Background: an optimization exercise with open tools, aiming at small area. Do not read the settings as production practice. Function was checked by simulation only, so behaviour that the tests miss may differ from the original.

==> flow/design.v, too long to show whole: its modules and the start of the top module <==
// module mul24_pieces: 1256 lines
// module inc23: 70 lines
// module Fmultiplier: 38 lines
// module fa: 4 lines
// module boothrow: 3 lines
// module fadd_pieces: 268 lines
// module Fadder_Fsubtractor: 62 lines
// module z: 32 lines
module z(
    input [31:0] x1, x2, x3,
    input [31:0] w1, w2, w3,
    input clk,
    output[31:0] out
);
  // ...
==> flow/flow/run.sh <==
#!/bin/bash
# The standard layout, with the smallest buffer on the input and output ports.
set -euo pipefail
export BUFFER_PORTS_ARGS="-buffer_cell sky130_fd_sc_hd__buf_1"
bash standard.sh > standard_flow.log 2>&1
==> flow/standard.sh <==
#!/bin/bash
# synth_recipe.tcl (not shown) runs the flow's synth.tcl, then flattens the netlist and writes it again
# the make line also repeats each setting of config.mk as NAME=value (left out here)
make -C /OpenROAD-flow-scripts/flow DESIGN_CONFIG=/design/flow/config.mk WORK_HOME=/design/flow/orfs CLKGATE_MAP_FILE= SYNTH_SCRIPT=/design/flow/synth_recipe.tcl "${@:-finish}"
==> flow/config.mk <==
export PLATFORM = sky130hd
export DESIGN_NAME = z
export DESIGN_NICKNAME = z
export VERILOG_FILES = /design/flow/design.v
export SDC_FILE = /design/flow/constraint.sdc
export NUM_CORES = 4
export LEC_CHECK = 0
export CAP_MARGIN = 20
export CORE_MARGIN = 2
export CORE_UTILIZATION = 60
export SLEW_MARGIN = 20
export SYNTH_HIERARCHICAL = 1
==> flow/constraint.sdc <==
create_clock -name core_clock -period 12.0 [get_ports {clk}]
set_input_delay 2.4000 -clock core_clock [delete_from_list [all_inputs] [get_ports {clk}]]
set_output_delay 2.4000 -clock core_clock [all_outputs]
set_load 0.01 [all_outputs]
==> run summary, run 1 <==
The tools report the area of the mapped netlist as 62,400 um2. After routing, the total negative slack on setup checks comes to 0 ns. The total CTS buffers was 25.

After synthesis, the cell types taking the most area are fa_1 (32%), xor2_1 (14%), a22oi_1 (10%). The number of buffers between clock root and the deepest sink was 3. Number of antenna violations at the first check in global routing: 4. Summing the areas of all fa, ha and maj instances in the mapped netlist gives 38.2% of the synthesized area. Synthesized-area fraction occupied by and/or/nand/nor cells: 8.50%. Leaving out fill and tap cells, the most frequent cell in the layout is fa_1. The number of global-route vias before repair is 53.4k.

After synthesis the netlist holds a flip-flop and latch count of 224. The number of diodes added for antenna fixing was 2; the number of port buffers was 224. The final setup violation count came out at 0. The count of nets left with antenna violations once routing finished came out at 0.

Global routing used 7.88% of the available met3 tracks. Per-cell via count in the routed design: 6.54. The combined buffer and inverter count along the critical path is 7, and the weighted congestion at the end of routability-driven global placement is 0.985. The met2 wire length came out at 94.4 mm.

Yosys instantiated no cell more often than fa_1. The run finished with no timing, DRC or antenna violations. The floorplan step defined a core boundary enclosing 103,000 um2. The run gives 107,000 um2 as the area of the die.

The routed design has 203 mm of wire. Derived from the worst setup path, the maximum achievable clock frequency is 88.6 MHz. The layout multi-input combinational cell count is 5,295, and the register-to-register path setup slack is 0.71 ns.
==> run 2: changes to the inputs <==
==> flow/run.sh (new file) <==
#!/bin/bash
# synth_recipe.tcl (not shown) runs the flow's synth.tcl, then flattens the netlist and writes it again
# the make line also repeats each setting of config.mk as NAME=value (left out here)
make -C /OpenROAD-flow-scripts/flow DESIGN_CONFIG=/design/flow/config.mk WORK_HOME=/design/flow/orfs CLKGATE_MAP_FILE= SYNTH_SCRIPT=/design/flow/synth_recipe.tcl finish
removed: flow/flow/run.sh
removed: flow/standard.sh
==> run 2 against run 1 <==
Against the previous run:
- final cell count fell by 0.13%
- synthesized cell count unchanged
- die area did not move
- still clean
- core utilization up 1.0 points
- register-to-register slack better by 0.03 ns
- synthesized area stayed put
==> run summary, run 2 <==
The cell depth of the worst flop-to-flop path is 45 (was 41). The combined buffer and inverter count along the critical path is 6 (was 7). The detailed placer's ending HPWL was 157 mm (about the same); the max-slew headroom at the worst pin was 25.1% (was 19.3%). Cells taking the most area after synthesis: fa_1 (32%), xor2_1 (14%), a22oi_1 (10%) (unchanged). The final global-route overflow total was 0 (unchanged); the fraction of the yosys area taken by sequential cells was 7.18% (unchanged).

Period utilization: 93.8% (was 94.1%). The chip height was 327 um (unchanged). The number of synthesized flops with an enable pin came out at 0 (unchanged).

Type of the worst min-delay path: reg -> reg (unchanged). The shortest period the worst path allows is 11.26 ns (was 11.29 ns). The horizontal extent of the die was 327 um (unchanged). The maximum fanout encountered on the critical timing path was 60 (was 20). The XOR/XNOR share of the synthesized area came out at 16.4% (unchanged). Share of the core filled with cells: 64.6% (was 63.5%). The master cell of the clock root buffer is clkbuf_16 (unchanged). Multiplexer fraction of the synthesized cell area: 6.12% (unchanged).

The top cell family by delay on the critical path was compound AO/OA/AOI/OAI gates (was adder cells). For the weighted congestion at the end of routability-driven global placement, the log shows 0.961 (was 0.985). The number of cells traversed by the worst hold path is 0 (unchanged), and the data arrival time of the critical path is 11.67 ns (was 11.72 ns). The mean instance size in the synthesized netlist works out to 9.93 um2 (unchanged). The effective utilization at floorplan is 60.4% (unchanged), and the number of antenna violations at the first check in global routing is 4 (unchanged). The run gives 0 (unchanged) as the number of buffers added to fix hold violations after cts.

Most common library cell in the layout ignoring fill and taps: fa_1 (unchanged). The largest stage delay on the critical path came out at 0.61 ns (was 0.57 ns). The clock skew was 0.0228 ns (was 0.0327 ns); the per-cell via count in the routed design was 6.52 (was 6.54).

The proportion of netlist area held by the largest area contributor came out at 32.2% (unchanged). Most used standard cells in the synthesized netlist: fa_1 (1,004), xor2_1 (972), a22oi_1 (836) (unchanged). The number of port buffers is 224 (unchanged), and the area of the mapped netlist is 62,400 um2 (unchanged).

The number of placement rows is 118 (unchanged), and the area of the die is 107,000 um2 (unchanged). The number of nets with antenna violations after routing came out at 0 (unchanged). The critical path class was reg -> reg (unchanged). Routed wirelength normalized by instance count: 25.9 um (about the same).

The tools report the total global routing track utilization as 38.2% (was 38.0%). The synthesized-area fraction occupied by and/or/nand/nor cells works out to 8.50% (unchanged). The adder-cell area share of the yosys netlist is 38.2% (unchanged), and the distinct cell type count after synthesis is 91 (unchanged). Endpoint class of the critical path: a flip-flop (unchanged). The number of register bits inferred by synthesis was 224 (unchanged); the final standard cell count with taps included and fillers excluded was 7,813 (was 7,823). Start of the worst register-to-register path: p3_qq[15] (was p2_q[26]). Setup repair after global routing could not meet its margin everywhere. The area fraction in compound gates after synthesis came out at 16.5% (unchanged). The run gives 103,000 um2 (unchanged) as the area inside the core boundary. The run gives 318 mm (was 316 mm) as the first-pass GRT wire length. The count of pins over their slew limit is 0 (unchanged). The layout cell share with drive strength beyond 1 was 10.5% (was 10.8%); the count of final hold-check violations was 0 (unchanged). The endpoint of the worst hold path is out_q[0] (was out_q[2]). The H-tree level count is 1 (unchanged), and the final setup violation count is 0 (unchanged).

The logs give 7,914 (was 7,922) for the net count reported at finish and 7 (was 8) for the number of search-and-repair iterations in the first detailed-routing pass. The run gives 6,284 (unchanged) as the gate count of the mapped netlist. Number of global-route vias before repair: 53.8k (was 53.4k). Area of all placed cells without fillers: 66,700 um2 (was 65,700 um2).

The upper clock frequency limit is 88.8 MHz (was 88.6 MHz). TritonCTS built the clock tree. The largest net degree at the start of global routing was 67 (was 52). The tools report the launching element type of the critical path as a flip-flop (unchanged).

The tools report the number of sinks handled by clock tree synthesis as 224 (unchanged). The remaining routing DRC violations was 0 (unchanged). The cell seen most often among critical-path stages is fa_1 (unchanged).

The async set-reset flop share out of synthesis works out to 0% (unchanged). The logs give 0.55 ns (was 0.57 ns) for the clock insertion delay at the later pin of the skew report and 8,793 (was 8,862) for the total of fill cells in the finished design. For the number of ports placed on the die boundary, the log shows 225 (unchanged). The yosys synthesis warning count is 7 (unchanged).

The run gives 5,544 (was 5,522) as the detailed router's first-iteration violation count. The prevailing post-synth register cell is dfxtp_1 (unchanged). Transition at the pin with the smallest max-transition slack: 1.12 ns (was 1.21 ns). The logs give 0.74 ns (was 0.71 ns) for the register-to-register path setup slack and 0 (unchanged) for the max-capacitance violation count. Top library cells by usage in the layout, fill and taps aside: fa_1 (1,004), xor2_1 (947), a22oi_1 (836), inv_1 (376), nand2_1 (363) (was fa_1 (1,004), xor2_1 (945), a22oi_1 (836), inv_1 (376), nand2_1 (363)). The library cell with the highest instance count after synthesis was fa_1 (unchanged).

The clock edge transition at the registers on the reported setup and hold paths was 0.06 ns (about the same). Number of placed instances with taps included: 7,769 (was 7,777). The number of buffers between clock root and the deepest sink came out at 3 (unchanged). The instance area at placement was 65,900 um2 (was 64,800 um2). The cell type contributing the most total cell area after synthesis is fa_1 (unchanged).

The tools report the endpoint of the most critical register-to-register path as s_q[30] (was s12_q[30]). The tools report the critical path launch point as p3_qq[15] (was p2_q[26]).

For the critical path required time, the log shows 12.41 ns (was 12.44 ns). The combinational family with the most area after synthesis was adder cells (unchanged). The flow ran to the end and the layout has no timing, DRC or antenna violations. Cell with the biggest individual delay on the critical path: mux4_2 (unchanged). The detailed-route wire length is 202 mm (was 203 mm). Total CTS buffers: 25 (unchanged).

The post-synthesis to final-layout area growth is 6.92% (was 5.19%). The tools report the via count as 50.9k (was 51.2k). The launch instance of the worst min-delay path is s_q[0] (was s_q[2]).
[run 2: cell counts after synthesis]
Identical to the previous run, type by type.
[run 2: what timing repair did]
action,in CTS,in global routing
setup buffers,0,0
resized for setup,0,3
setup endpoints to repair,0,2
[run 2: how the worst max path moves through the flow]
stage	endpoint	slack, ns	cells after the start
global route	s_q[30]	-0.05	45
global placement	s_q[30]	0.77	43
CTS	s_q[30]	0.60	43
finish	s_q[30]	0.74	45
detailed placement	s_q[30]	0.63	43
floorplan	p1_q[21]	1.41	31
[run 2: stage by stage]
stage	hold WS (ns)	setup TNS, ns	setup slack (ns)
floorplan	0.310	0	1.41
global placement	0.310	0	0.769
detailed placement	0.312	0	0.633
CTS	0.325	0	0.603
global route	0.329	-0.0534	-0.0534
finish	0.322	0	0.739
[run 2: area by class of cell]
type	instances	area (um2)	area share [%]
clock inverters	13	133	0.199
flip-flops and latches	224	4480	6.72
repair buffers	492	4130	6.18
multi-input cells	5295	54200	81.2
inverters	378	1420	2.13
diodes	1	2.50	0.00375
clock buffers	30	684	1.03
well taps	1380	1730	2.59
[run 2: metal layers]
layer,global-route usage (%),part of all wire [%],up-vias
li1,-,-,22100
met3,7.26,9.4,662
met1,49.8,39,25300
met4,17.2,5.2,6
met5,0,0.018,-
met2,61.8,47,2848
[run 2: cells by family (layout without fill, tap and decap cells)]
kind of cell / Yosys count / in the layout
buf+inv: 846 / 913
flops: 224 / 224
compound gates: 1430 / 1430
mux: 305 / 305
fa+ha+maj: 1305 / 1305
xor+xnor: 1169 / 1169
other cells: 5 / 87
simple gates: 1000 / 1000
[run 2: Yosys stat by module (local to each module, per instance)]
module / flops+latches / cells
Fadder_Fsubtractor: 0 / 548
Fmultiplier: 0 / 142
boothrow: 0 / 29
fa: 0 / 1
fadd_pieces: 0 / 223
inc23: 0 / 52
mul24_pieces: 0 / 678
z: 224 / 224
==> module inc23, before the edit <==
module inc23(input [22:0] f, input inc, output [22:0] r);
  wire i_1 = f[1] & f[0];
  wire i_2 = f[3] & f[2];
  wire i_3 = f[5] & f[4];
  wire i_4 = f[7] & f[6];
  wire i_5 = f[9] & f[8];
  wire i_6 = f[11] & f[10];
  wire i_7 = f[13] & f[12];
  wire i_8 = f[15] & f[14];
  wire i_9 = f[17] & f[16];
  wire i_10 = f[19] & f[18];
  wire i_11 = f[21] & f[20];
  wire i_12 = f[2] & i_1;
  wire i_13 = i_2 & i_1;
  wire i_14 = f[6] & i_3;
  wire i_15 = i_4 & i_3;
  wire i_16 = f[10] & i_5;
  wire i_17 = i_6 & i_5;
  wire i_18 = f[14] & i_7;
  wire i_19 = i_8 & i_7;
  wire i_20 = f[18] & i_9;
  wire i_21 = i_10 & i_9;
  wire i_22 = f[4] & i_13;
  wire i_23 = i_3 & i_13;
  wire i_24 = i_14 & i_13;
  wire i_25 = i_15 & i_13;
  wire i_26 = f[12] & i_17;
  wire i_27 = i_7 & i_17;
  wire i_28 = i_18 & i_17;
  wire i_29 = i_19 & i_17;
  wire i_30 = f[20] & i_21;
  wire i_31 = i_11 & i_21;
  wire i_32 = f[8] & i_25;
  wire i_33 = i_5 & i_25;
  wire i_34 = i_16 & i_25;
  wire i_35 = i_17 & i_25;
  wire i_36 = i_26 & i_25;
  wire i_37 = i_27 & i_25;
  wire i_38 = i_28 & i_25;
  wire i_39 = i_29 & i_25;
  wire i_40 = f[16] & i_39;
  wire i_41 = i_9 & i_39;
  wire i_42 = i_20 & i_39;
  wire i_43 = i_21 & i_39;
  wire i_44 = i_30 & i_39;
  wire i_45 = i_31 & i_39;
  assign r[0] = f[0] ^ inc;
  assign r[1] = f[1] ^ (inc & f[0]);
  assign r[2] = f[2] ^ (inc & i_1);
  assign r[3] = f[3] ^ (inc & i_12);
  assign r[4] = f[4] ^ (inc & i_13);
  assign r[5] = f[5] ^ (inc & i_22);
  assign r[6] = f[6] ^ (inc & i_23);
  assign r[7] = f[7] ^ (inc & i_24);
  assign r[8] = f[8] ^ (inc & i_25);
  assign r[9] = f[9] ^ (inc & i_32);
  assign r[10] = f[10] ^ (inc & i_33);
  assign r[11] = f[11] ^ (inc & i_34);
  assign r[12] = f[12] ^ (inc & i_35);
  assign r[13] = f[13] ^ (inc & i_36);
  assign r[14] = f[14] ^ (inc & i_37);
  assign r[15] = f[15] ^ (inc & i_38);
  assign r[16] = f[16] ^ (inc & i_39);
  assign r[17] = f[17] ^ (inc & i_40);
  assign r[18] = f[18] ^ (inc & i_41);
  assign r[19] = f[19] ^ (inc & i_42);
  assign r[20] = f[20] ^ (inc & i_43);
  assign r[21] = f[21] ^ (inc & i_44);
  assign r[22] = f[22] ^ (inc & i_45);
endmodule
==> module Fmultiplier, before the edit <==
module Fmultiplier(
    input  [31:0] A,
    input  [31:0] B,
    output [31:0] result
);
    wire [7:0]  eA = A[30:23];
    wire [7:0]  eB = B[30:23];
    wire [23:0] ta = {|eA, A[22:0]};
    wire [23:0] tb = {|eB, B[22:0]};
    wire [25:0] P;
    wire        sticky_lo;
    mul24_pieces u_pp(.ta(ta), .tb(tb), .P(P), .sticky_lo(sticky_lo));
    wire        n     = P[25];                        
    wire [22:0] frac  = n ? P[24:2] : P[23:1];
    wire        guard = n ? P[1] : P[0];
    wire        st    = n ? (P[0] | sticky_lo) : sticky_lo;
    wire        inc   = guard & st;
    wire [22:0] rfrac;
    inc23 u_inc(.f(frac), .inc(inc), .r(rfrac));
    genvar i;
    wire [7:0] e0;
    wire [8:0] ec;
    assign ec[0] = 1'b1;
    generate for (i = 0; i < 8; i = i + 1) begin : g_exp
        assign e0[i]   = eA[i] ^ eB[i] ^ ec[i];
        assign ec[i+1] = (eA[i] & eB[i]) | (eA[i] & ec[i]) | (eB[i] & ec[i]);
    end endgenerate
    wire [7:0] ic;
    assign ic[0] = n;
    generate for (i = 1; i < 8; i = i + 1) begin : g_einc
        assign ic[i] = ic[i-1] & e0[i-1];
    end endgenerate
    wire [7:0] rexp = (e0 ^ ic) ^ 8'h80;
    wire sgn   = A[31] ^ B[31];
    wire zero  = ~(|A[30:0]) | ~(|B[30:0]);
    wire nan   = ((eA == 8'd1) & (|A[22:0])) | ((eB == 8'd1) & (|B[22:0]));
    assign result = zero ? {sgn, 31'b0} : nan ? 32'h00000001 : {sgn, rexp, rfrac};
endmodule
==> run 3: changes to the inputs <==
--- a/flow/design.v
+++ b/flow/design.v
@@ -1254,7 +1254,8 @@
   assign P = {m_949, m_948, m_947, m_946, m_945, m_944, m_943, m_942, m_941, m_940, m_939, m_938, m_937, m_936, m_935, m_934, m_933, m_932, m_931, m_930, m_929, m_928, m_927, m_926, m_925, m_924};
   assign sticky_lo = m_793;
 endmodule
-module inc23(input [22:0] f, input inc, output [22:0] r);
+module inc23(input [22:0] f, input inc, input z, input nan, output [22:0] r);
+  wire en = ~z & ~nan;
   wire i_1 = f[1] & f[0];
   wire i_2 = f[3] & f[2];
   wire i_3 = f[5] & f[4];
@@ -1300,29 +1301,29 @@
   wire i_43 = i_21 & i_39;
   wire i_44 = i_30 & i_39;
   wire i_45 = i_31 & i_39;
-  assign r[0] = f[0] ^ inc;
-  assign r[1] = f[1] ^ (inc & f[0]);
-  assign r[2] = f[2] ^ (inc & i_1);
-  assign r[3] = f[3] ^ (inc & i_12);
-  assign r[4] = f[4] ^ (inc & i_13);
-  assign r[5] = f[5] ^ (inc & i_22);
-  assign r[6] = f[6] ^ (inc & i_23);
-  assign r[7] = f[7] ^ (inc & i_24);
-  assign r[8] = f[8] ^ (inc & i_25);
-  assign r[9] = f[9] ^ (inc & i_32);
-  assign r[10] = f[10] ^ (inc & i_33);
-  assign r[11] = f[11] ^ (inc & i_34);
-  assign r[12] = f[12] ^ (inc & i_35);
-  assign r[13] = f[13] ^ (inc & i_36);
-  assign r[14] = f[14] ^ (inc & i_37);
-  assign r[15] = f[15] ^ (inc & i_38);
-  assign r[16] = f[16] ^ (inc & i_39);
-  assign r[17] = f[17] ^ (inc & i_40);
-  assign r[18] = f[18] ^ (inc & i_41);
-  assign r[19] = f[19] ^ (inc & i_42);
-  assign r[20] = f[20] ^ (inc & i_43);
-  assign r[21] = f[21] ^ (inc & i_44);
-  assign r[22] = f[22] ^ (inc & i_45);
+  assign r[0] = ~z & (nan | (f[0] ^ inc));
+  assign r[1] = en & (f[1] ^ (inc & f[0]));
+  assign r[2] = en & (f[2] ^ (inc & i_1));
+  assign r[3] = en & (f[3] ^ (inc & i_12));
+  assign r[4] = en & (f[4] ^ (inc & i_13));
+  assign r[5] = en & (f[5] ^ (inc & i_22));
+  assign r[6] = en & (f[6] ^ (inc & i_23));
+  assign r[7] = en & (f[7] ^ (inc & i_24));
+  assign r[8] = en & (f[8] ^ (inc & i_25));
+  assign r[9] = en & (f[9] ^ (inc & i_32));
+  assign r[10] = en & (f[10] ^ (inc & i_33));
+  assign r[11] = en & (f[11] ^ (inc & i_34));
+  assign r[12] = en & (f[12] ^ (inc & i_35));
+  assign r[13] = en & (f[13] ^ (inc & i_36));
+  assign r[14] = en & (f[14] ^ (inc & i_37));
+  assign r[15] = en & (f[15] ^ (inc & i_38));
+  assign r[16] = en & (f[16] ^ (inc & i_39));
+  assign r[17] = en & (f[17] ^ (inc & i_40));
+  assign r[18] = en & (f[18] ^ (inc & i_41));
+  assign r[19] = en & (f[19] ^ (inc & i_42));
+  assign r[20] = en & (f[20] ^ (inc & i_43));
+  assign r[21] = en & (f[21] ^ (inc & i_44));
+  assign r[22] = en & (f[22] ^ (inc & i_45));
 endmodule
 module Fmultiplier(
     input  [31:0] A,
@@ -1333,6 +1334,8 @@
     wire [7:0]  eB = B[30:23];
     wire [23:0] ta = {|eA, A[22:0]};
     wire [23:0] tb = {|eB, B[22:0]};
+    wire zero  = ~(|A[30:0]) | ~(|B[30:0]);
+    wire nan   = ((eA == 8'd1) & (|A[22:0])) | ((eB == 8'd1) & (|B[22:0]));
     wire [25:0] P;
     wire        sticky_lo;
     mul24_pieces u_pp(.ta(ta), .tb(tb), .P(P), .sticky_lo(sticky_lo));
@@ -1342,7 +1345,7 @@
     wire        st    = n ? (P[0] | sticky_lo) : sticky_lo;
     wire        inc   = guard & st;
     wire [22:0] rfrac;
-    inc23 u_inc(.f(frac), .inc(inc), .r(rfrac));
+    inc23 u_inc(.f(frac), .inc(inc), .z(zero), .nan(nan), .r(rfrac));
     genvar i;
     wire [7:0] e0;
     wire [8:0] ec;
@@ -1358,9 +1361,7 @@
     end endgenerate
     wire [7:0] rexp = (e0 ^ ic) ^ 8'h80;
     wire sgn   = A[31] ^ B[31];
-    wire zero  = ~(|A[30:0]) | ~(|B[30:0]);
-    wire nan   = ((eA == 8'd1) & (|A[22:0])) | ((eB == 8'd1) & (|B[22:0]));
-    assign result = zero ? {sgn, 31'b0} : nan ? 32'h00000001 : {sgn, rexp, rfrac};
+    assign result = {sgn & ~(nan & ~zero), (zero | nan) ? 8'b0 : rexp, rfrac};
 endmodule
 module fa(input a, input b, input c, output s, output co);
     assign s  = a ^ b ^ c;
==> flow/flow/run.sh (new file) <==
#!/bin/bash
# The standard layout, with the smallest buffer on the input and output ports.
set -euo pipefail
export BUFFER_PORTS_ARGS="-buffer_cell sky130_fd_sc_hd__buf_1"
bash standard.sh > standard_flow.log 2>&1
==> flow/standard.sh (new file) <==
#!/bin/bash
# synth_recipe.tcl (not shown) runs the flow's synth.tcl, then flattens the netlist and writes it again
# the make line also repeats each setting of config.mk as NAME=value (left out here)
make -C /OpenROAD-flow-scripts/flow DESIGN_CONFIG=/design/flow/config.mk WORK_HOME=/design/flow/orfs CLKGATE_MAP_FILE= SYNTH_SCRIPT=/design/flow/synth_recipe.tcl "${@:-finish}"
--- a/flow/config.mk
+++ b/flow/config.mk
@@ -8,5 +8,8 @@
 export CAP_MARGIN = 20
 export CORE_MARGIN = 2
 export CORE_UTILIZATION = 60
+export CTS_BUF_LIST = sky130_fd_sc_hd__clkbuf_8
+export CTS_CLUSTER_DIAMETER = 60
+export CTS_CLUSTER_SIZE = 16
 export SLEW_MARGIN = 20
 export SYNTH_HIERARCHICAL = 1
removed: flow/run.sh
==> run 3 against run 2 <==
Against the previous run:
- still clean
- clock skew grew 0.0035 ns
- routed wire length hardly changed
- clock-buffer cell count decreased by 5
- die area decreased by 0.38%
==> run summary, run 3 <==
The H-tree level count is 1 (unchanged). The async set-reset flop share out of synthesis was 0% (unchanged). Most used standard cells in the synthesized netlist: fa_1 (1,004), xor2_1 (975), a22oi_1 (836) (was fa_1 (1,004), xor2_1 (972), a22oi_1 (836)).

The transition at the pin with the smallest max-transition slack was 1.19 ns (was 1.12 ns); the yosys synthesis warning count was 7 (unchanged). The mean instance size in the synthesized netlist was 9.83 um2 (was 9.93 um2); the maximum fanout encountered on the critical timing path was 66 (was 60).

The sequential cell area in the final layout is 4480 um2 (unchanged). The number of ports placed on the die boundary was 225 (unchanged). TritonCTS built the clock tree.

The run gives 158 mm (was 157 mm) as the detailed placer's ending HPWL. Endpoint class of the critical path: a flip-flop (unchanged). The destination of the critical timing path is s_q[30] (unchanged).

The total global routing track utilization is 38.2% (about the same). Cells taking the most area after synthesis: fa_1 (32%), xor2_1 (14%), a22oi_1 (10%) (unchanged). The cell type contributing the most total cell area after synthesis is fa_1 (unchanged). The clock skew came out at 0.0263 ns (was 0.0228 ns).

Critical path class: reg -> reg (unchanged). The count of pins over their slew limit is 0 (unchanged). The net count reported at finish was 7,968 (was 7,914).

The data arrival time of the critical path was 11.87 ns (was 11.67 ns); the via count was 51.4k (was 50.9k). Distinct cell type count after synthesis: 90 (was 91). The number of synthesized flops with an enable pin came out at 0 (unchanged). The largest net degree at the start of global routing was 67 (unchanged).

Critical path required time: 12.49 ns (was 12.41 ns). The number of search-and-repair iterations in the first detailed-routing pass is 8 (was 7). Number of register bits inferred by synthesis: 224 (unchanged). Critical path launch point: p3_qq[15] (unchanged). The fraction of the yosys area taken by sequential cells is 7.21% (was 7.18%). The number of placement rows is 118 (unchanged). Setup repair after global routing left no endpoint under its margin. Start of the worst register-to-register path: p3_qq[15] (unchanged). The logs give 0.62 ns (was 0.55 ns) for the clock insertion delay at the later pin of the skew report and 6,323 (was 6,284) for the gate count of the mapped netlist. For the register-to-register path setup slack, the log shows 0.62 ns (was 0.74 ns).

The most common library cell in the layout ignoring fill and taps is fa_1 (unchanged). For the setup slack after placement, the log shows 0.667 ns (was 0.633 ns). The tools report the slack of the critical path as 0.625 ns (was 0.739 ns). Top library cells by usage in the layout, fill and taps aside: fa_1 (1,004), xor2_1 (949), a22oi_1 (836), inv_1 (382), nand2_1 (381) (was fa_1 (1,004), xor2_1 (947), a22oi_1 (836), inv_1 (376), nand2_1 (363)).

The detailed router's first-iteration violation count was 5,292 (was 5,544); the number of sinks handled by clock tree synthesis was 224 (unchanged). The number of buffers added to fix hold violations after cts was 0 (unchanged); the layout cell share with drive strength beyond 1 was 10.7% (was 10.5%). Cell with the biggest individual delay on the critical path: mux2i_1 (was mux4_2). The cell seen most often among critical-path stages was fa_1 (unchanged). For the weighted congestion at the end of routability-driven global placement, the log shows 0.980 (was 0.961). The run gives 0 (unchanged) as the count of final hold-check violations. For the instance area at placement, the log shows 64,600 um2 (was 65,900 um2). Final global-route overflow total: 0 (unchanged). The upper clock frequency limit was 87.9 MHz (was 88.8 MHz); the first-pass GRT wire length was 318 mm (about the same). The shortest period the worst path allows came out at 11.38 ns (was 11.26 ns). The number of nets with antenna violations after routing was 0 (unchanged). The type of the worst min-delay path was reg -> reg (unchanged). The max-slew headroom at the worst pin was 20.4% (was 25.1%). The proportion of netlist area held by the largest area contributor is 32.3% (was 32.2%), and the clock edge transition at the registers on the reported setup and hold paths is 0.09 ns (was 0.06 ns).

The flow ran to the end and the layout has no timing, DRC or antenna violations. The area of the die is 106,000 um2 (was 107,000 um2). Cell depth of the worst flop-to-flop path: 45 (unchanged). The post-synthesis to final-layout area growth came out at 4.81% (was 6.92%). The routed wirelength normalized by instance count is 25.7 um (was 25.9 um). For the sum of negative setup slack, the log shows 0 ns (unchanged).

The number of antenna violations at the first check in global routing was 3 (was 4). Per-cell via count in the routed design: 6.53 (was 6.52). The tools report the endpoint of the most critical register-to-register path as s_q[30] (unchanged).

The area of the multi-input gates is 54,000 um2 (was 54,200 um2), and the area inside the core boundary is 103,000 um2 (about the same). The chip height works out to 326 um (was 327 um). The effective utilization at floorplan is 60.2% (was 60.4%), and the number of global-route vias before repair is 53.7k (was 53.8k).

Number of port buffers: 224 (unchanged). The area of the mapped netlist was 62,200 um2 (was 62,400 um2). Master cell of the clock root buffer: clkbuf_8 (was clkbuf_16). The prevailing post-synth register cell was dfxtp_1 (unchanged). Launching element type of the critical path: a flip-flop (unchanged).

For the max-capacitance violation count, the log shows 0 (unchanged). For the detailed-route wire length, the log shows 202 mm (about the same). The total CTS buffers came out at 24 (was 25). Library cell with the highest instance count after synthesis: fa_1 (unchanged). The number of buffers between clock root and the deepest sink is 3 (unchanged).

The total of fill cells in the finished design is 8,877 (was 8,793). The period utilization is 94.8% (was 93.8%). The tools report the remaining routing DRC violations as 0 (unchanged).

The horizontal extent of the die is 326 um (was 327 um). The area of all placed cells without fillers came out at 65,200 um2 (was 66,700 um2). The largest stage delay on the critical path works out to 0.71 ns (was 0.61 ns). The run gives 0 (unchanged) as the final setup violation count.
run 3: final cells by class:
cell class,count,area share (%)
Inverter,381,2.19
Timing Repair Buffer,502,4.64
Clock buffer,25,0.528
Multi-Input combinational cell,5337,82.8
Clock inverter,17,0.282
Antenna cell,2,0.00768
Sequential cell,224,6.88
Tap cell,1380,2.65
run 3: timing repair:
item	4_1_cts	5_1_grt
endpoints found under the setup margin	0	2
resized for setup	0	2
setup buffers	0	3
run 3: critical path: cells and delay by family (launching register included):
family                   cells  cell delay (ns)
AO/OA/AOI/OAI               14             3.08
XOR/XNOR                     3             0.46
adder cells (fa/ha/maj)     10             3.29
buffers and inverters        6             0.78
flip-flops                   1             0.38
multiplexers                 1             0.71
AND/OR/NAND/NOR             11             2.50
run 3: metal layers:
metal	GRT usage [%]	routed length (um)	up-vias
li1	-	-	22300
met1	51.2	80400	25600
met2	60.7	92400	2940
met3	8.60	20500	583
met4	14.3	9060	0
met5	0	0	-
run 3: per-stage QoR:
stage / hold slack [ns] / util [%] / cells
floorplan: 0.310 / - / 6404
global placement: 0.310 / 62.6 / 7821
detailed placement: 0.312 / 62.6 / 7821
CTS: 0.332 / 63.1 / 7863
global route: 0.329 / 63.1 / 7867
finish: 0.330 / 63.1 / 7868
run 3: kinds of logic (layout without fill, tap and decap cells):
logic type                 Yosys count  after routing  share of synthesized area, %
DFF                                224            224                          7.21
muxes                              314            314                          6.28
buffers and inverters              843            925                          7.02
other                                5             88                        0.0302
adders and majority gates         1305           1305                          38.4
AOI/OAI and AO/OA                 1448           1448                          16.7
xor gates and xnor gates          1136           1136                          16.0
and+or+nand+nor                   1048           1048                          8.42
run 3: worst min path at each step:
stage	from	end	slack [ns]	cells past startpoint
2_1_floorplan	s_q[0]	out_q[0]	0.31	0
3_3_place_gp	p3_q[29]	p3_qq[29]	0.31	0
3_5_place_dp	s_q[17]	out_q[17]	0.31	0
4_1_cts	s_q[0]	out_q[0]	0.33	0
5_1_grt	s_q[31]	out_q[31]	0.33	0
6_report	s_q[0]	out_q[0]	0.33	0
run 3: per-module statistics from Yosys, one instance, submodules excluded:
module              copies in the design  area, um2  flops+latches  cells
inc23                                  3        601              0    103
mul24_pieces                           3       5420              0    678
z                                      1       4480            224    224
Fadder_Fsubtractor                     2       4240              0    548
fadd_pieces                            2       1780              0    223
Fmultiplier                            3        861              0    104
fa                                   858       20.0              0      1
boothrow                              36        218              0     29
==> run 4: changes to the inputs <==
==> flow/config.mk (replaced) <==
export PLATFORM = sky130hd
export DESIGN_NAME = z
export DESIGN_NICKNAME = z
export VERILOG_FILES = /design/flow/design.v
export SDC_FILE = /design/flow/constraint.sdc
export NUM_CORES = 4
export LEC_CHECK = 0
export CAP_MARGIN = 0
export CORE_MARGIN = 2
export CORE_UTILIZATION = 60
export CTS_BUF_LIST = sky130_fd_sc_hd__clkbuf_4
export CTS_CLUSTER_DIAMETER = 40
export CTS_CLUSTER_SIZE = 8
export SLEW_MARGIN = 0
export SYNTH_HIERARCHICAL = 1
==> run 4 against run 3 <==
Against the previous run:
- critical path depth decreased by 2
- maximum frequency increased by 1.2%
- largest cell class unchanged
- still clean on timing, DRC and antenna
- routed wire length unchanged
- clock-buffer cell count rose by 13
- sequential share of layout area about the same
- critical endpoint unchanged
- via count about the same
- global-route usage increased by 0.064 points
==> run summary, run 4 <==
The run finished with no timing, DRC or antenna violations. Type of the worst min-delay path: reg -> reg (unchanged). The upper clock frequency limit came out at 88.9 MHz (was 87.9 MHz). Library cell with the highest instance count after synthesis: fa_1 (unchanged). The routed wirelength normalized by instance count is 25.7 um (about the same). The detailed placer's ending HPWL came out at 158 mm (unchanged). The layer carrying the most global-route usage is met2 (unchanged). The gate count of the mapped netlist was 6,323 (unchanged); the total of fill cells in the finished design was 8,893 (was 8,877). The total CTS buffers came out at 37 (was 24). The number of global-route vias before repair came out at 53.9k (was 53.7k). Cell with the biggest individual delay on the critical path: xor2_1 (was mux2i_1). TritonCTS built the clock tree. The number of antenna violations at the first check in global routing was 5 (was 3). The sum of negative setup slack is 0 ns (unchanged).

The most common library cell in the layout ignoring fill and taps was fa_1 (unchanged). The post-synthesis to final-layout area growth is 4.62% (was 4.81%). The run gives 0 (unchanged) as the remaining routing DRC violations.

Prevailing post-synth register cell: dfxtp_1 (unchanged). The largest net degree at the start of global routing is 67 (unchanged). The number of register bits inferred by synthesis is 224 (unchanged), and the clock skew is 0.0516 ns (was 0.0263 ns).

The number of ports placed on the die boundary is 225 (unchanged), and the H-tree level count is 2 (was 1). Master cell of the clock root buffer: clkbuf_4 (was clkbuf_8). The clock edge transition at the registers on the reported setup and hold paths works out to 0.08 ns (was 0.09 ns). The area of the mapped netlist is 62,200 um2 (unchanged), and the first-pass GRT wire length is 318 mm (about the same).

The cell seen most often among critical-path stages is fa_1 (unchanged). Most used standard cells in the synthesized netlist: fa_1 (1,004), xor2_1 (975), a22oi_1 (836) (unchanged). The area of the multi-input gates was 54,000 um2 (about the same); the total global routing track utilization was 38.3% (was 38.2%). The distinct cell type count after synthesis is 90 (unchanged). The per-cell via count in the routed design is 6.53 (about the same). The logs give 3 (unchanged) for the number of buffers between clock root and the deepest sink and 12.58 ns (was 12.49 ns) for the critical path required time. The run gives 11.82 ns (was 11.87 ns) as the data arrival time of the critical path. The run gives 5,169 (was 5,292) as the detailed router's first-iteration violation count. The endpoint class of the critical path was a flip-flop (unchanged). The yosys synthesis warning count is 7 (unchanged), and the period utilization is 93.7% (was 94.8%). The via count is 51.4k (about the same). Cells taking the most area after synthesis: fa_1 (32%), xor2_1 (14%), a22oi_1 (10%) (unchanged). The number of synthesized flops with an enable pin was 0 (unchanged). The cell type contributing the most total cell area after synthesis was fa_1 (unchanged). The horizontal extent of the die is 326 um (unchanged). The final global-route overflow total came out at 0 (unchanged). The launching element type of the critical path was a flip-flop (unchanged).

Count of pins over their slew limit: 0 (unchanged). The area inside the core boundary came out at 103,000 um2 (unchanged). The weighted congestion at the end of routability-driven global placement is 0.980 (unchanged). The net count reported at finish came out at 7,981 (was 7,968). The number of nets with antenna violations after routing is 0 (unchanged).

The number of buffers added to fix hold violations after cts was 0 (unchanged); the fraction of the yosys area taken by sequential cells was 7.21% (unchanged). The shortest period the worst path allows was 11.24 ns (was 11.38 ns). The chip height is 326 um (unchanged). Top library cells by usage in the layout, fill and taps aside: fa_1 (1,004), xor2_1 (949), a22oi_1 (836), nand2_1 (381), inv_1 (379) (was fa_1 (1,004), xor2_1 (949), a22oi_1 (836), inv_1 (382), nand2_1 (381)). Layout cell share with drive strength beyond 1: 10.7% (about the same). The count of final hold-check violations was 0 (unchanged); the effective utilization at floorplan was 60.2% (unchanged). The met2 track utilization from global routing came out at 60.5% (was 60.7%).

The detailed-route wire length was 202 mm (unchanged); the number of port buffers was 224 (unchanged). The met1 usage in global routing was 51.2% (about the same); the mean instance size in the synthesized netlist was 9.83 um2 (unchanged). Critical path class: reg -> reg (unchanged). The run gives 0 (unchanged) as the max-capacitance violation count. The run gives 4480 um2 (unchanged) as the sequential cell area in the final layout. Largest stage delay on the critical path: 0.71 ns (about the same). The clock insertion delay at the later pin of the skew report was 0.73 ns (was 0.62 ns). The global routing met3 resource utilization came out at 8.70% (was 8.60%). Setup repair after global routing left no endpoint under its margin. The cell depth of the worst flop-to-flop path came out at 43 (was 45). The area of the die was 106,000 um2 (unchanged); the maximum fanout encountered on the critical timing path was 66 (unchanged). The async set-reset flop share out of synthesis is 0% (unchanged), and the number of cells traversed by the worst hold path is 0 (unchanged). Number of sinks handled by clock tree synthesis: 224 (unchanged). The tools report the final setup violation count as 0 (unchanged).

The transition at the pin with the smallest max-transition slack was 1.27 ns (was 1.19 ns). The proportion of netlist area held by the largest area contributor was 32.3% (unchanged). The tools report the number of placement rows as 118 (unchanged). For the max-slew headroom at the worst pin, the log shows 15.4% (was 20.4%). For the number of search-and-repair iterations in the first detailed-routing pass, the log shows 7 (was 8).
[run 4: cell types whose count changed in the layout (fill, tap and decap cells not counted), sizes merged]
cell / previous run / this run
clkinv: 8 / 9
clkbuf: 70 / 81
bufinv: 1 / 2
clkinvlp: 0 / 2
inv: 389 / 380
diode: 2 / 4
buf: 457 / 459
[run 4: layer usage]
layer / vias up / part of all wire (%)
li1: 22300 / -
met1: 25600 / 40
met2: 2889 / 46
met3: 593 / 10
met4: 0 / 4.7
met5: - / 0
[run 4: Yosys stat by module, one instance, submodules excluded]
module	cell area [um2]	copies in the design	flops+latches
Fadder_Fsubtractor	4240	2	0
boothrow	218	36	0
Fmultiplier	861	3	0
mul24_pieces	5420	3	0
inc23	601	3	0
fadd_pieces	1780	2	0
fa	20.0	858	0
z	4480	1	224
[run 4: worst paths after layout]
check	from	endpoint	slack, ns
max	p3_qq[15]	s_q[30]	0.76
min	p3_q[9]	p3_qq[9]	0.30
max reg2reg	p3_qq[15]	s_q[30]	0.76
min reg2reg	p3_q[9]	p3_qq[9]	0.30
[run 4: what timing repair did]
action                                 CTS  global route
endpoints found under the hold margin    0             0
setup buffers                            0             3
resized for setup                        0             3
setup endpoints to repair                0             3
[run 4: stage by stage]
| step | hold WS (ns) | utilization (%) | instance area, um2 | worst slack [ns] | cells |
|---|---|---|---|---|---|
| global placement | 0.310 | 62.6 | 64600 | 0.676 | 7821 |
| global route | 0.284 | 63.0 | 65100 | 0.0453 | 7878 |
| floorplan | 0.310 | - | 62500 | 1.46 | 6404 |
| CTS | 0.283 | 63.0 | 65000 | 0.694 | 7871 |
| finish | 0.296 | 63.0 | 65100 | 0.756 | 7878 |
| detailed placement | 0.312 | 62.6 | 64600 | 0.667 | 7821 |
[run 4: kinds of logic (layout without fill, tap and decap cells)]
kind of cell | after synthesis | count (layout) | synth area share (%)
AO/OA/AOI/OAI | 1448 | 1448 | 16.7
XOR/XNOR | 1136 | 1136 | 16.0
adder cells (fa/ha/maj) | 1305 | 1305 | 38.4
buffers and inverters | 843 | 933 | 7.02
flip-flops | 224 | 224 | 7.21
multiplexers | 314 | 314 | 6.28
other | 5 | 90 | 0.0302
AND/OR/NAND/NOR | 1048 | 1048 | 8.42
[run 4: area by class of cell]
cell class / instances / share of cell area, %
tap: 1380 / 2.65
multi-input combinational: 5337 / 83.0
timing repair buffer: 502 / 4.64
clock inverter: 12 / 0.183
clock buffer: 38 / 0.439
sequential: 224 / 6.89
antenna: 4 / 0.0154
inverter: 381 / 2.20
[run 4: worst max-delay path, delay by kind of cell (launching register included)]
| kind | cells | cell delay (ns) |
|---|---|---|
| AOI/OAI and AO/OA | 13 | 3.06 |
| xor gates and xnor gates | 4 | 1.26 |
| and+or+nand+nor | 11 | 2.15 |
| DFF | 1 | 0.38 |
| muxes | 1 | 0.57 |
| adders and majority gates | 10 | 3.04 |
| buffers and inverters | 4 | 0.59 |
==> run 5: changes to the inputs <==
--- a/flow/config.mk
+++ b/flow/config.mk
@@ -5,11 +5,11 @@
 export SDC_FILE = /design/flow/constraint.sdc
 export NUM_CORES = 4
 export LEC_CHECK = 0
-export CAP_MARGIN = 0
+export CAP_MARGIN = 20
 export CORE_MARGIN = 2
 export CORE_UTILIZATION = 60
 export CTS_BUF_LIST = sky130_fd_sc_hd__clkbuf_4
 export CTS_CLUSTER_DIAMETER = 40
 export CTS_CLUSTER_SIZE = 8
-export SLEW_MARGIN = 0
+export SLEW_MARGIN = 20
 export SYNTH_HIERARCHICAL = 1
==> run 5 against run 4 <==
Against the previous run:
- via count is 0.11% higher
- final cell count stayed put
==> run summary, run 5 <==
The number of search-and-repair iterations in the first detailed-routing pass came out at 6 (was 7). The transition at the pin with the smallest max-transition slack is 1.25 ns (was 1.27 ns). The routed wirelength normalized by instance count was 25.7 um (about the same). The chip height is 326 um (unchanged), and the upper clock frequency limit is 89.0 MHz (was 88.9 MHz). The number of nets with antenna violations after routing is 0 (unchanged).

The post-synthesis to final-layout area growth came out at 4.62% (about the same). Cells taking the most area after synthesis: fa_1 (32%), xor2_1 (14%), a22oi_1 (10%) (unchanged). The register-to-register path setup slack was 0.76 ns (about the same). The per-cell via count in the routed design is 6.53 (about the same). Type of the worst min-delay path: reg -> reg (unchanged).

The max-slew headroom at the worst pin came out at 16.6% (was 15.4%). The run gives 0 (unchanged) as the remaining routing DRC violations. The maximum fanout encountered on the critical timing path is 66 (unchanged).

The mean instance size in the synthesized netlist was 9.83 um2 (unchanged). The run gives 11.82 ns (about the same) as the data arrival time of the critical path. The effective utilization at floorplan was 60.2% (unchanged). The launching element type of the critical path is a flip-flop (unchanged). TritonCTS built the clock tree.

The clock edge transition at the registers on the reported setup and hold paths was 0.08 ns (about the same); the cell depth of the worst flop-to-flop path was 44 (was 43). The run gives 5 (unchanged) as the number of antenna violations at the first check in global routing. The tools report the instance area at placement as 64,600 um2 (unchanged). Clock insertion delay at the later pin of the skew report: 0.74 ns (was 0.73 ns). The proportion of netlist area held by the largest area contributor is 32.3% (unchanged). The tools report the via count as 51.5k (was 51.4k). Setup repair after global routing left no endpoint under its margin. For the area of the multi-input gates, the log shows 54,000 um2 (unchanged). The logs give 3 (unchanged) for the number of buffers between clock root and the deepest sink and 0.667 ns (unchanged) for the setup slack after placement. The period utilization came out at 93.7% (about the same). The gate count of the mapped netlist was 6,323 (unchanged); the first-pass GRT wire length was 318 mm (unchanged).

The tools report the endpoint of the most critical register-to-register path as s_q[30] (unchanged). The largest stage delay on the critical path is 0.71 ns (about the same). Destination of the critical timing path: s_q[30] (unchanged). Library cell with the highest instance count after synthesis: fa_1 (unchanged). The number of sinks handled by clock tree synthesis is 224 (unchanged). The tools report the fraction of the yosys area taken by sequential cells as 7.21% (unchanged). The run gives 38.3% (unchanged) as the total global routing track utilization. The horizontal extent of the die was 326 um (unchanged). The number of register bits inferred by synthesis is 224 (unchanged), and the max-capacitance violation count is 0 (unchanged). The prevailing post-synth register cell is dfxtp_1 (unchanged). For the number of global-route vias before repair, the log shows 53.9k (unchanged). The layout cell share with drive strength beyond 1 was 10.8% (was 10.7%). The async set-reset flop share out of synthesis is 0% (unchanged). The flow ran to the end and the layout has no timing, DRC or antenna violations. The sequential cell area in the final layout was 4480 um2 (unchanged). The weighted congestion at the end of routability-driven global placement was 0.980 (unchanged). Layer carrying the most global-route usage: met2 (unchanged).

Number of port buffers: 224 (unchanged). For the number of placement rows, the log shows 118 (unchanged). The start of the worst register-to-register path is p3_qq[15] (unchanged).

The H-tree level count was 2 (unchanged); the final standard cell count with taps included and fillers excluded was 7,878 (unchanged). The master cell of the clock root buffer is clkbuf_4 (unchanged). The shortest period the worst path allows works out to 11.24 ns (about the same). The logs give 8.70% (unchanged) for the global routing met3 resource utilization and 51.2% (unchanged) for the met1 usage in global routing. The endpoint class of the critical path is a flip-flop (unchanged). The final setup violation count came out at 0 (unchanged).

The tools report the detailed placer's ending HPWL as 158 mm (unchanged). The tools report the critical path launch point as p3_qq[15] (unchanged). Most used standard cells in the synthesized netlist: fa_1 (1,004), xor2_1 (975), a22oi_1 (836) (unchanged).

For the number of placed instances with taps included, the log shows 7,821 (unchanged). The critical path required time is 12.58 ns (about the same). The met2 track utilization from global routing is 60.5% (unchanged), and the slack of the critical path is 0.760 ns (was 0.756 ns). Sum of negative setup slack: 0 ns (unchanged).

The run gives 67 (unchanged) as the largest net degree at the start of global routing. Area inside the core boundary: 103,000 um2 (unchanged). The distinct cell type count after synthesis is 90 (unchanged), and the net count reported at finish is 7,981 (unchanged). The number of synthesized flops with an enable pin works out to 0 (unchanged). The detailed-route wire length is 202 mm (about the same). The detailed router's first-iteration violation count came out at 5,306 (was 5,169).

The number of ports placed on the die boundary was 225 (unchanged). The clock skew was 0.0540 ns (was 0.0516 ns). The area of all placed cells without fillers is 65,100 um2 (about the same). The run gives 37 (unchanged) as the total CTS buffers. Cell seen most often among critical-path stages: fa_1 (unchanged). Top library cells by usage in the layout, fill and taps aside: fa_1 (1,004), xor2_1 (949), a22oi_1 (836), nand2_1 (381), inv_1 (379) (unchanged). The area of the die came out at 106,000 um2 (unchanged). Area of the mapped netlist: 62,200 um2 (unchanged). The count of pins over their slew limit is 0 (unchanged). The cell with the biggest individual delay on the critical path is xor2_1 (unchanged).

The most common library cell in the layout ignoring fill and taps was fa_1 (unchanged). The run gives 8,897 (was 8,893) as the total of fill cells in the finished design. The critical path class was reg -> reg (unchanged). The yosys synthesis warning count was 7 (unchanged); the final global-route overflow total was 0 (unchanged). Cell type contributing the most total cell area after synthesis: fa_1 (unchanged). The count of final hold-check violations came out at 0 (unchanged).
run 5: cell types whose count changed in the layout (fill, tap and decap cells not counted):
cell and change:
clkbuf_2 +2, buf_1 -2
run 5: repair_timing:
| action | CTS | global route |
|---|---|---|
| hold buffers | 0 | 0 |
| gates resized for setup | 0 | 3 |
| setup buffers | 0 | 3 |
| setup endpoints to repair | 0 | 3 |
| hold endpoints to repair | 0 | 0 |
run 5: critical path: cells and delay by family (launching register included):
kind                     cells  cell delay (ns)
AND/OR/NAND/NOR              9             1.66
buffers and inverters        4             0.59
adder cells (fa/ha/maj)     10             3.03
multiplexers                 2             0.85
flip-flops                   1             0.38
AO/OA/AOI/OAI               15             3.37
XOR/XNOR                     4             1.17
run 5: cell type report:
class | instances | area share, %
timing repair buffer | 502 | 4.64
clock buffer | 38 | 0.439
tap | 1380 | 2.65
sequential | 224 | 6.89
clock inverter | 12 | 0.183
antenna | 4 | 0.0154
inverter | 381 | 2.20
multi-input combinational | 5337 | 83.0
run 5: worst min-delay path by stage:
stage | depth (start not counted) | slack, ns | start | endpoint
2_1_floorplan | 0 | 0.31 | s_q[0] | out_q[0]
3_3_place_gp | 0 | 0.31 | p3_q[29] | p3_qq[29]
3_5_place_dp | 0 | 0.31 | s_q[17] | out_q[17]
4_1_cts | 0 | 0.28 | p3_q[9] | p3_qq[9]
5_1_grt | 0 | 0.28 | p3_q[9] | p3_qq[9]
6_report | 0 | 0.29 | p3_q[9] | p3_qq[9]
run 5: per-stage QoR:
step / hold WS [ns] / util, %
2_1_floorplan: 0.310 / -
3_3_place_gp: 0.310 / 62.6
3_5_place_dp: 0.312 / 62.6
4_1_cts: 0.283 / 63.0
5_1_grt: 0.284 / 63.0
6_report: 0.295 / 63.0
run 5: logic make-up after synthesis:
kind of cell	Yosys count	synth area share, %
AO/OA/AOI/OAI	1448	16.7
adder cells (fa/ha/maj)	1305	38.4
XOR/XNOR	1136	16.0
AND/OR/NAND/NOR	1048	8.42
buffers and inverters	843	7.02
multiplexers	314	6.28
flip-flops	224	7.21
other	5	0.0302
run 5: modules after synthesis (local to each module, per instance):
module / area, um2 / flip-flops and latches
boothrow: 218 / 0
Fmultiplier: 861 / 0
fa: 20.0 / 0
Fadder_Fsubtractor: 4240 / 0
inc23: 601 / 0
fadd_pieces: 1780 / 0
mul24_pieces: 5420 / 0
z: 4480 / 224
run 5: per-layer routing:
metal  vias to the layer above  wire length [um]
met3                       569             20400
met5                         -                 0
met1                     25700             80500
met2                      2938             92500
li1                      22300                 -
met4                         0              9000
==> run 6: changes to the inputs <==
==> flow/flow/run.sh (replaced) <==
#!/bin/bash
# The standard layout, with the smallest buffer on the input and output ports and
# non-critical gates downsized after global routing (repair_timing -recover_power).
set -euo pipefail
export BUFFER_PORTS_ARGS="-buffer_cell sky130_fd_sc_hd__buf_1"
export RECOVER_POWER=100
bash standard.sh > standard_flow.log 2>&1
==> run 6 against run 5 <==
Against the previous run:
- now fails the layout checks on capacitance limit, slew limit
- highest routed layer unchanged
- design area shrank 0.14%
- critical endpoint is now p1_q[15]
- critical path depth fell by 16
- clock skew hardly changed
- register-to-register slack improved by 0.02 ns
==> run summary, run 6 <==
The flow ran to the end, but the layout failed its checks. In this run the layout check failures are capacitance limit, slew limit. The run gives 67 (unchanged) as the largest net degree at the start of global routing. The area of the mapped netlist was 62,200 um2 (unchanged).

The run gives 0 ns (unchanged) as the sum of negative setup slack. Final global-route overflow total: 0 (unchanged). Start of the worst register-to-register path: p3_qq[15] (unchanged). The proportion of netlist area held by the largest area contributor is 32.3% (unchanged). For the detailed placer's ending HPWL, the log shows 158 mm (unchanged). The tools report the number of global-route vias before repair as 53.9k (unchanged). Number of synthesized flops with an enable pin: 0 (unchanged). The launching element type of the critical path was a primary input (was a flip-flop).

The top layer used by detailed routing is met4 (unchanged). Number of buffers added to fix hold violations after cts: 0 (unchanged). The cell with the biggest individual delay on the critical path is clkbuf_1 (was xor2_1). The met2 wire length was 92.0 mm (was 92.5 mm). The critical path launch point is w1[17] (was p3_qq[15]). The layout cell share with drive strength beyond 1 was 10.4% (was 10.8%).

The tools report the distinct cell type count after synthesis as 90 (unchanged). The number of port buffers was 224 (unchanged); the wire length on met1 was 80.9 mm (was 80.5 mm). Master cell of the clock root buffer: clkbuf_4 (unchanged). Fraction of the yosys area taken by sequential cells: 7.21% (unchanged). The effective utilization at floorplan was 60.2% (unchanged); the per-cell via count in the routed design was 6.52 (was 6.53).

Number of placed instances with taps included: 7,821 (unchanged). The number of buffers between clock root and the deepest sink is 3 (unchanged). Top library cells by usage in the layout, fill and taps aside: fa_1 (1,004), xor2_1 (949), a22oi_1 (836), nand2_1 (383), inv_1 (379) (was fa_1 (1,004), xor2_1 (949), a22oi_1 (836), nand2_1 (381), inv_1 (379)). Cell seen most often among critical-path stages: fa_1 (unchanged).

The type of the worst min-delay path was reg -> reg (unchanged). The async set-reset flop share out of synthesis was 0% (unchanged); the detailed router's first-iteration violation count was 5,143 (was 5,306). The max-capacitance violation count came out at 7 (was 0).

For the number of search-and-repair iterations in the first detailed-routing pass, the log shows 7 (was 6). The period utilization works out to 95.9% (was 93.7%). The area of the die is 106,000 um2 (unchanged), and the critical path required time is 12.62 ns (was 12.58 ns). The cell type contributing the most total cell area after synthesis was fa_1 (unchanged). The chip height was 326 um (unchanged).

The yosys synthesis warning count was 7 (unchanged). The prevailing post-synth register cell is dfxtp_1 (unchanged). First-pass GRT wire length: 318 mm (unchanged).

The post-synthesis to final-layout area growth works out to 4.48% (was 4.62%). The logs give 19.8 mm (was 20.4 mm) for the met3 wirelength from detailed routing and 0 (unchanged) for the remaining routing DRC violations. The shortest period the worst path allows was 11.51 ns (was 11.24 ns).

Cells taking the most area after synthesis: fa_1 (32%), xor2_1 (14%), a22oi_1 (10%) (unchanged). The total CTS buffers is 37 (unchanged), and the data arrival time of the critical path is 12.13 ns (was 11.82 ns). The upper clock frequency limit was 86.9 MHz (was 89.0 MHz); the number of antenna violations at the first check in global routing was 5 (unchanged).

TritonCTS built the clock tree. The logs give 6,323 (unchanged) for the gate count of the mapped netlist and 202 mm (about the same) for the detailed-route wire length. The horizontal extent of the die came out at 326 um (unchanged). The count of final hold-check violations is 0 (unchanged), and the clock skew is 0.0542 ns (was 0.0540 ns).

The mean instance size in the synthesized netlist works out to 9.83 um2 (unchanged). The transition at the pin with the smallest max-transition slack was 1.94 ns (was 1.25 ns). The maximum fanout encountered on the critical timing path is 25 (was 66). The endpoint class of the critical path was a flip-flop (unchanged). The number of ports placed on the die boundary is 225 (unchanged). The critical path class is in -> reg (was reg -> reg). Most used standard cells in the synthesized netlist: fa_1 (1,004), xor2_1 (975), a22oi_1 (836) (unchanged). Number of sinks handled by clock tree synthesis: 224 (unchanged).

Total of fill cells in the finished design: 8,919 (was 8,897). The area inside the core boundary came out at 103,000 um2 (unchanged). The launch instance of the worst min-delay path is p3_q[9] (unchanged).

The number of register bits inferred by synthesis was 224 (unchanged); the H-tree level count was 2 (unchanged). The final setup violation count is 0 (unchanged), and the weighted congestion at the end of routability-driven global placement is 0.980 (unchanged). The largest stage delay on the critical path was 1.14 ns (was 0.71 ns).

Setup repair after global routing left no endpoint under its margin. The number of nets with antenna violations after routing is 0 (unchanged), and the clock insertion delay at the later pin of the skew report is 0.74 ns (about the same). The max-slew headroom at the worst pin is -30.7% (was 16.6%), and the routed wirelength normalized by instance count is 25.7 um (about the same). For the final standard cell count with taps included and fillers excluded, the log shows 7,878 (unchanged).

The tools report the net count reported at finish as 7,981 (unchanged). Library cell with the highest instance count after synthesis: fa_1 (unchanged). The clock edge transition at the registers on the reported setup and hold paths was 0.08 ns (about the same); the total global routing track utilization was 38.3% (unchanged).

Count of pins over their slew limit: 108 (was 0). The tools report the number of placement rows as 118 (unchanged). Most common library cell in the layout ignoring fill and taps: fa_1 (unchanged). The via count is 51.3k (was 51.5k).
-- run 6: cell counts after synthesis --
No cell type changed its count.
-- run 6: per-layer routing --
metal	up-vias	track usage, %
met5	-	0
met4	0	15.0
met3	601	8.70
met2	2823	60.5
met1	25600	51.2
li1	22300	-
-- run 6: final cells by class --
type                       count  area (um2)  share of cell area [%]
clock inverter                12         119                   0.183
multi-input combinational   5337       53900                    83.0
inverter                     381        1430                    2.20
tap                         1380        1730                    2.66
clock buffer                  38         285                   0.439
antenna                        4        10.0                  0.0154
sequential                   224        4480                    6.90
timing repair buffer         502        3000                    4.62
-- run 6: path summary, 6_finish.rpt --
check / end / slack, ns / depth (start not counted)
setup / recovery: p1_q[15] / 0.49 / 28
setup reg to reg: s_q[30] / 0.78 / 44
hold / removal: p3_qq[9] / 0.29 / 0
hold reg to reg: p3_qq[9] / 0.29 / 0
-- run 6: modules after synthesis, one instance, submodules excluded --
module / times used / cell area (um2) / flops+latches
fa: 858 / 20.0 / 0
Fadder_Fsubtractor: 2 / 4240 / 0
mul24_pieces: 3 / 5420 / 0
inc23: 3 / 601 / 0
fadd_pieces: 2 / 1780 / 0
boothrow: 36 / 218 / 0
Fmultiplier: 3 / 861 / 0
z: 1 / 4480 / 224
-- run 6: repair_timing --
item | 4_1_cts | 5_1_grt
resized for setup | 0 | 3
setup buffers | 0 | 3
endpoints found under the hold margin | 0 | 0
setup endpoints to repair | 0 | 3
-- run 6: critical path, delay by kind of cell --
kind / cells / cell delay [ns]
AO/OA/AOI/OAI: 10 / 2.36
buffers and inverters: 4 / 2.26
AND/OR/NAND/NOR: 6 / 1.65
XOR/XNOR: 2 / 0.65
adder cells (fa/ha/maj): 6 / 2.74
-- run 6: cells by family after synthesis --
logic type      synth area share (%)
mux                             6.28
xor+xnor                        16.0
flops                           7.21
other cells                   0.0302
buf+inv                         7.02
simple gates                    8.42
compound gates                  16.7
fa+ha+maj                       38.4
-- run 6: stage by stage --
| stage | hold slack (ns) | util, % | instance area [um2] | setup slack [ns] |
|---|---|---|---|---|
| floorplan | 0.310 | - | 62500 | 1.46 |
| global placement | 0.310 | 62.6 | 64600 | 0.676 |
| detailed placement | 0.312 | 62.6 | 64600 | 0.667 |
| CTS | 0.283 | 63.0 | 65000 | 0.694 |
| global route | 0.284 | 62.9 | 65000 | 0.0360 |
| finish | 0.294 | 62.9 | 65000 | 0.491 |

-- static timing again, ports no longer ideal --
No port has a modelled driver above. Below, the same layouts with a new extraction and two added sets of constraints. Step 1: set_driving_cell puts a clkbuf_16 on clk and a buf_2 on each other input, an assumption about the parent block. Step 2 times the ports against the registers' clock, not the clock port: input delays grow and output delays shrink by t, the midpoint of the rising clock arrivals with the driver on. a / b / c = ideal ports / drivers / drivers and shift; a / b = the first two.
run	t (ns)	setup WS [ns]	clock arrival spread, ns	slew at the worst register clock pin (ns)
run 1	0.609	0.711 / 0.711 / 0.671	0.033 / 0.033	0.07 / 0.07
run 2	0.599	0.739 / 0.739 / 0.732	0.023 / 0.023	0.07 / 0.07
run 3	0.654	0.625 / 0.625 / 0.518	0.030 / 0.030	0.09 / 0.09
run 4	0.768	0.756 / 0.756 / 0.496	0.057 / 0.057	0.09 / 0.09
run 5	0.753	0.760 / 0.760 / 0.481	0.060 / 0.060	0.09 / 0.09
run 6	0.752	0.491 / 0.502 / -0.250	0.059 / 0.059	0.09 / 0.09
For run 6, which loses most, drivers alone change the setup slack by +0.011 ns; drivers and shift together by -0.741 ns.
